Source: an optimization exercise on an open RTL-to-GDS flow (aim: a short achievable clock period and few clock cycles). Production flows keep margins and buffers that such runs may drop.
Function was checked by simulation only, so behaviour that the tests miss may differ from the original.
Power and IR drop assume default switching activity.

==> 06-16: inputs <==
Design rv32, start of the top module:
module rv32(
	input     		i_rst,
	input	 		i_clk,
	output [31:0]	o_addr,
	output [31:0]	o_dat_w,
	output 	[3:0]   o_we,
	input  [31:0]   i_dat_r,
	output	 		o_stb,
	output [1:0]	o_led,
	input      		i_ack,
	input      		i_mtip,
	input      		i_msip,
	input      		i_meip,
	input			i_seip
);
make LEC_CHECK=0 CAP_MARGIN=20 CORE_MARGIN=2 CORE_UTILIZATION=40 SETUP_SLACK_MARGIN=5 SLEW_MARGIN=20 TNS_END_PERCENT=100 finish   # period 11.0 ns
run.sh (not shown) runs the stock make flow with config.mk's settings and CLKGATE_MAP_FILE= SYNTH_SCRIPT=/design/flow/synth_recipe.tcl, a recipe that flattens the netlist after the stock synthesis.
==> 03-24: changes against 06-16 <==
--- a/flow/design.v
+++ b/flow/design.v
@@ -151,17 +151,30 @@
 reg [31:0] h_addr;
 reg [3:0]  h_we;
 reg        f_act;		 
 reg        f_paused;		 
 reg [1:0]  f_nph;
 reg [19:0] pte_sv;
 reg [31:0] f_va;
 reg [31:0] nf_va;		 
+reg        nf_ok;		 
+reg [19:0] nf_ppn;
+reg [19:0] f_ppn;		 
+reg [19:0] ir_ppn, nb_ppn;	 
+reg        x_tsame;		 
 reg        x_jalr;
+reg        d_hit;
+reg [19:0] d_ppn;
+reg  [7:0] t_v;
+reg [19:0] t_vpn[0:7];
+reg [19:0] t_vpp[0:7];		 
+reg [19:0] t_vpm[0:7];		 
+reg [19:0] t_ppn[0:7];
+reg  [2:0] t_rr;
 reg [31:0] amo_q;
 reg [31:0] r_reg[31:1];
 wire [7:0] instr_funct3 = 8'b00000001 << ir[14:12];
 wire [31:0] instr_Uimm={    ir[31],   ir[30:12], {12{1'b0}}};
 wire [31:0] instr_Iimm={{21{ir[31]}}, ir[30:20]};
 wire [4:0] opc = ir[6:2];
 wire instr_Load    =  (opc == 5'b00000);
 wire instr_ALUimm  =  (opc == 5'b00100);
@@ -311,40 +324,43 @@
               instr_ECALL | instr_MRET | instr_SRET | (csr_write & sel_satp) | instr_SFENCE_VMA |
               (x_mem_done & d_wr & x_hit);
 wire [31:0] lr_target = interrupt_m ? csr_mtvec : interrupt_s ? csr_stvec : PC_new;
 wire d_rdy   = 1'b1;
 wire sel_d   = ir_v & x_mem & (~x_started | (x_amo & ~d_wr));
 wire sel_res = ~sel_d & f_act & f_paused;
 wire sel_r   = ~sel_d & ~sel_res & redirect;
 wire sel_n   = ~sel_d & ~sel_res & ~redirect;
-wire nc_dir  = 1'b0;	 
-wire sd_dir = sel_d & ~cur_pg, sd_p1 = sel_d & cur_pg;
-wire sr_dir = sel_r & ~cur_pg, sr_p1 = sel_r & cur_pg;
-wire sn_dir = sel_n & ~cur_pg, sn_p1 = sel_n & cur_pg;
+wire nc_dir  = sel_d ? d_hit : sel_r ? x_tsame : nf_ok;	 
+wire sd_dir = sel_d & (~cur_pg | d_hit), sd_p1 = sel_d & cur_pg & ~d_hit;
+wire sr_dir = sel_r & (~cur_pg | x_tsame), sr_p1 = sel_r & cur_pg & ~x_tsame;
+wire sn_dir = sel_n & (~cur_pg | nf_ok), sn_p1 = sel_n & cur_pg & ~nf_ok;
 wire [19:0] nc_hi =
 	({20{sd_dir & ~cur_pg}}          & x_dva[31:12]) |
+	({20{sd_dir &  cur_pg}}          & d_ppn) |
 	({20{sr_dir & ~cur_pg &  x_jalr}} & x_dva[31:12]) |
 	({20{sr_dir & ~cur_pg & ~x_jalr}} & x_tgt[31:12]) |
+	({20{sr_dir &  cur_pg}}          & ir_ppn) |
 	({20{sn_dir & ~cur_pg}}          & nf_va[31:12]) |
+	({20{sn_dir &  cur_pg}}          & nf_ppn) |
 	({20{sd_p1 | sr_p1 | sn_p1}}     & csr_satp[19:0]) |
 	({20{sel_res}}                   & pte_sv);
 wire [11:0] nc_lo =
 	({12{sd_dir}}                    & x_dva[11:0]) |
 	({12{sr_dir &  x_jalr}}          & {x_dva[11:1], 1'b0}) |
 	({12{sr_dir & ~x_jalr}}          & x_tgt[11:0]) |
 	({12{sn_dir}}                    & nf_va[11:0]) |
 	({12{sd_p1 | sr_p1 & x_jalr}}    & {x_dva[31:22], 2'b00}) |
 	({12{sr_p1 & ~x_jalr}}           & {x_tgt[31:22], 2'b00}) |
 	({12{sn_p1}}                     & {nf_va[31:22], 2'b00}) |
 	({12{sel_res & (f_nph == 2'd2)}} & {f_va[21:12], 2'b00}) |
 	({12{sel_res & (f_nph != 2'd2)}} & f_va[11:0]);
 wire [31:0] nc_addr = {nc_hi, nc_lo};
 wire d_wr_now = instr_Store | (instr_Amoswap & x_started);
-wire [3:0] nc_we = (sel_d & d_wr_now & ~cur_pg) ? swm_q : 4'd0;
+wire [3:0] nc_we = (sel_d & d_wr_now & (~cur_pg | d_hit)) ? swm_q : 4'd0;
 wire [1:0] nc_ph = sel_res ? f_nph : (cur_pg & ~nc_dir) ? 2'd1 : 2'd3;
 wire [31:0] cont_va = b_fetch ? f_va : x_dva;
 wire [11:0] cont_lo = (b_ph == 2'd1) ? {cont_va[21:12], 2'b00} : cont_va[11:0];
 wire [3:0]  cont_we = (b_ph == 2'd2 & b_wr) ? swm_q : 4'd0;
 rv32_bus BUS(.i_ack(i_ack), .busy(busy), .k_cont(cA_cont), .k_stb(cA_stb), .k_stb_idle(cI_stb),
 	.pte(i_dat_r[29:10]), .cont_lo(cont_lo), .cont_we(cont_we), .nc_addr(nc_addr), .nc_we(nc_we),
 	.h_addr(h_addr), .h_we(h_we), .o_stb(o_stb), .o_addr(o_addr), .o_we(o_we));
 assign o_dat_w[ 7: 0] = op2[7:0];
@@ -373,20 +389,23 @@
 wire [31:0] new_va = redirect ? x_rtgt : nf_va;
 wire [31:0] fva_iss = c_f_new ? new_va : f_va;
 wire lr_ok = 1'b0;
 always @(posedge i_clk)
 	if (i_rst) begin
 		f_act <= 0;
 		f_paused <= 0;
 		nf_va <= RESET_ADDR;
+		nf_ok <= 0;
 	end else if (lr_now) begin
 		f_act <= 0;
 		f_paused <= 0;
 		nf_va <= lr_target;
+		nf_ok <= lr_ok;
+		nf_ppn <= ir_ppn;
 	end else begin
 		if (c_f_new) begin
 			f_act <= 1;
 			f_paused <= 0;
 			f_va <= new_va;
 			nf_va <= new_va + 4;
 		end else if (redirect) begin
 			f_act <= 0;
@@ -396,19 +415,60 @@
 			f_act <= 0;
 		end else if (c_f_pause) begin
 			f_paused <= 1;
 			f_nph <= b_ph + 2'd1;
 			pte_sv <= i_dat_r[29:10];
 		end else if (c_f_resume) begin
 			f_paused <= 0;
 		end
+		if (c_fetch_iss & (c_ph == 2'd3)) begin
+			f_ppn  <= o_addr[31:12];
+			nf_ppn <= o_addr[31:12];
+			nf_ok  <= (fva_iss[11:2] != 10'h3ff);
+		end else if (c_f_new) begin
+			nf_ok  <= 0;
+		end else if (redirect) begin
+			nf_ok  <= x_tsame;
+			nf_ppn <= ir_ppn;
+		end
 	end
-wire instr_SFENCE_VMA = instr_SYSTEM & instr_funct3[0] & (ir[31:25]==7'h09) & x_go;
+wire [7:0] t_inv;
 genvar gi;
+generate for (gi = 0; gi < 8; gi = gi + 1) begin : TLB
+	assign t_inv[gi]  = (x_dva[11:2] == t_vpn[gi][19:10]) | (x_dva[11:2] == t_vpn[gi][9:0]);
+end endgenerate
+wire c_wr_iss = c_stb & (c_cont_d | c_data_new) & (c_ph == 2'd3) & (c_cont ? b_wr : d_wr_now);
+wire t_fill = c_cont_d & (b_ph == 2'd2);
+wire t_fill_ok = ~(c_wr_iss & ((x_dva[11:2] == x_dva[31:22]) | (x_dva[11:2] == x_dva[21:12])));
+wire instr_SFENCE_VMA = instr_SYSTEM & instr_funct3[0] & (ir[31:25]==7'h09) & x_go;
+always @(posedge i_clk)
+	if (i_rst | (csr_write & sel_satp) | instr_SFENCE_VMA) begin
+		t_v <= 0;
+	end else begin
+		if (c_wr_iss) t_v <= t_v & ~t_inv;
+		if (t_fill) begin
+			t_v[t_rr]   <= t_fill_ok;
+			t_vpn[t_rr] <= x_dva[31:12];
+			t_vpp[t_rr] <= x_dva[31:12] + 20'd1;
+			t_vpm[t_rr] <= x_dva[31:12] - 20'd1;
+			t_ppn[t_rr] <= i_dat_r[29:10];
+			t_rr <= t_rr + 3'd1;
+		end
+	end
+always @(posedge i_clk) begin
+	if (ir_load) begin
+		d_hit <= in_hit;
+		d_ppn <= in_ppn;
+	end
+	if (t_fill) begin
+		d_hit <= 1;
+		d_ppn <= i_dat_r[29:10];
+	end
+end
 wire [4:0] rs1_in = i_dat_r[19:15];
 wire [4:0] rs2_in = i_dat_r[24:20];
 wire [991:0] rf_flat;
 generate for (gi = 1; gi < 32; gi = gi + 1) begin : RF
 	assign rf_flat[32*gi-32 +: 32] = r_reg[gi];
 end endgenerate
 wire [31:0] rf1, rf2;
 rv32_rfr RF1(.regs(rf_flat), .idx(rs1_in), .q(rf1));
@@ -429,21 +489,39 @@
 wire [31:0] inw_U = {inw[31:12], 12'd0};
 wire inw_store = (inw[6:2] == 5'b01000);
 wire inw_amo   = (inw[6:2] == 5'b01011);
 wire [31:0] inw_immA = inw_store ? inw_S : inw_amo ? 32'd0 : inw_I;
 wire [31:0] inw_immT = inw[3] ? inw_J : inw[4] ? inw_U : inw_B;
 wire [31:0] in_dva, in_tgt;
 rv32_add ADD_D(.a(in1_d), .b(inw_immA), .s(in_dva));
 rv32_add ADD_T(.a(inpc), .b(inw_immT), .s(in_tgt));
+wire in_tsame = (in_tgt[31:12] == inpc[31:12]);
+wire [19:0] inppn = nb_v ? nb_ppn : f_ppn;
 wire [7:0]  in_f3 = 8'b00000001 << inw[14:12];
 wire in_pred;
 rv32_brc BRC(.a(in1), .b(in2), .f3(inw[14:12]), .y(in_pred));
 wire in_jalr  = (inw[6:2] == 5'b11001);
 wire in_taken = (inw[6:2] == 5'b11011) | in_jalr | ((inw[6:2] == 5'b11000) & in_pred);
+wire in_c12 = in_dva[12] ^ in1_d[12] ^ inw_immA[12];	 
+wire in_jsame = (in1_d[31:12] == inpc[31:12]) & (in_c12 == inw_immA[11]);
+wire in_d0 = (in_c12 == inw_immA[11]);
+wire in_dp = in_c12 & ~inw_immA[11];
+wire in_dm = ~in_c12 & inw_immA[11];
+wire [159:0] t_vpn_f, t_vpp_f, t_vpm_f, t_ppn_f;
+generate for (gi = 0; gi < 8; gi = gi + 1) begin : TLBF
+	assign t_vpn_f[20*gi +: 20] = t_vpn[gi];
+	assign t_vpp_f[20*gi +: 20] = t_vpp[gi];
+	assign t_vpm_f[20*gi +: 20] = t_vpm[gi];
+	assign t_ppn_f[20*gi +: 20] = t_ppn[gi];
+end endgenerate
+wire in_hit;
+wire [19:0] in_ppn;
+rv32_tlbl TLBL(.hi(in1_d[31:12]), .d0(in_d0), .dp(in_dp), .dm(in_dm), .v(t_v),
+	.vpn(t_vpn_f), .vpp(t_vpp_f), .vpm(t_vpm_f), .ppn(t_ppn_f), .hit(in_hit), .q(in_ppn));
 wire in_byte = inw[13:12] == 2'b00;
 wire in_half = inw[13:12] == 2'b01;
 wire [3:0] in_wmask = in_byte ?
 							(in_dva[1] ? (in_dva[0] ? 4'b1000 : 4'b0100) :
 							             (in_dva[0] ? 4'b0010 : 4'b0001)) :
 						in_half ?
 							(in_dva[1] ? 4'b1100 : 4'b0011) :
 							4'b1111;
@@ -471,26 +549,29 @@
 			op1   <= in1;
 			op2   <= in2;
 			x_alub <= inw_alureg ? in2 : inw_I;
 			x_mem <= (inw[6:2] == 5'b00000) | inw_store | inw_amo;
 			x_amo <= inw_amo;
 			x_dva <= in_dva;
 			x_tgt <= in_tgt;
 			x_taken <= in_taken;
+			x_tsame <= in_jalr ? in_jsame : in_tsame;
 			x_jalr <= in_jalr;
+			ir_ppn <= inppn;
 			swm_q <= in_wmask;
 			d_wr  <= inw_store;
 		end else if (c_data_new & x_amo & x_started)
 			d_wr  <= 1;
 		if (nb_take | redirect) nb_v <= 0;
 		if (arr_to_nb) begin
 			nb_v   <= 1;
 			nb     <= i_dat_r;
 			nb_pc  <= f_va;
+			nb_ppn <= f_ppn;
 			nb_op1 <= rd1;
 			nb_op2 <= rd2;
 		end else if (nb_v) begin
 			nb_op1 <= nb_op1_s;
 			nb_op2 <= nb_op2_s;
 		end
 	end
 always @(posedge i_clk)
==> comparison <==
- Against 06-16, the clock power of 03-24 is larger by about 40%.
- Of 03-24 and 06-16, 06-16 has the higher worst setup slack (gap 0.12 ns).
- Between 03-24 and 06-16, the lower non-clock buffer count is in 06-16 (gap 641).
- Utilization: 03-24 is higher than 06-16 (1.4 points).
- Sequential cell count: 06-16 is lower than 03-24 (746).
- Against 03-24, the via count of 06-16 is lower by about 30%.
==> figures <==
| metric | 03-24 | 06-16 |
|---|---|---|
| # clk buffers | 382 | 258 |
| Netlist area before placement | 151100 sq um | 111300 sq um |
| Via count of the first global-routing pass | 121200 | 89000 |
| Maximum fanout count along the critical path | 33 | 18 |
| Non-clock buffers | 1369 | 728 |
| Count of multi-input gates | 9287 | 6802 |
| Mux share of post-synthesis cell area | 0.1247 | 0.1858 |
| Tap cell count | 4994 | 3705 |
| Compound-cell area share of the yosys netlist | 0.1562 | 0.1410 |
| PD cells | 145.6 nW/um^2 | 140.7 nW/um^2 |
| Non-clock buffers, area share | 0.07654 | 0.05821 |
| Number of synthesized register bits | 2699 | 1953 |
| Data required time of the critical path | 11.65 ns | 11.74 ns |
| Result of the run | timing/DRC/antenna clean | timing/DRC/antenna clean |
Testbench counts of 06-16, summed over its fixed seeds: cycles 119,568.
Testbench counts of 03-24, summed over its fixed seeds: cycles 78,253.

==> what the ideal ports hide <==
The results above use ideal ports. As a check the final layouts listed here were re-extracted and re-timed, cells and wires unchanged.
Step 1 sets driving cells, clkbuf_16 on the clock port and buf_2 on the other inputs (assumed; they add their load-dependent delay and slew).
Step 2 adds t to the input delays and takes it off the output delays; t is the mean of the earliest and latest rising clock arrival at the registers after step 1. Input paths then give back, and output paths get back, about the clock's delay inside the block.
a / b / c = no drivers / after step 1 / after step 2; a / b = the first two.
run	t, ns	setup slack, ns	slew at the worst register clock pin (ns)
06-16	1.020	4.580 / 4.531 / 3.511	0.08 / 0.08
03-24	1.063	4.465 / 4.257 / 3.193	0.07 / 0.07
After both steps setup and hold are still met in every run listed. The setup slack of 03-24, which loses most, moves by -0.208 ns with the drivers and by -1.272 ns with both steps.
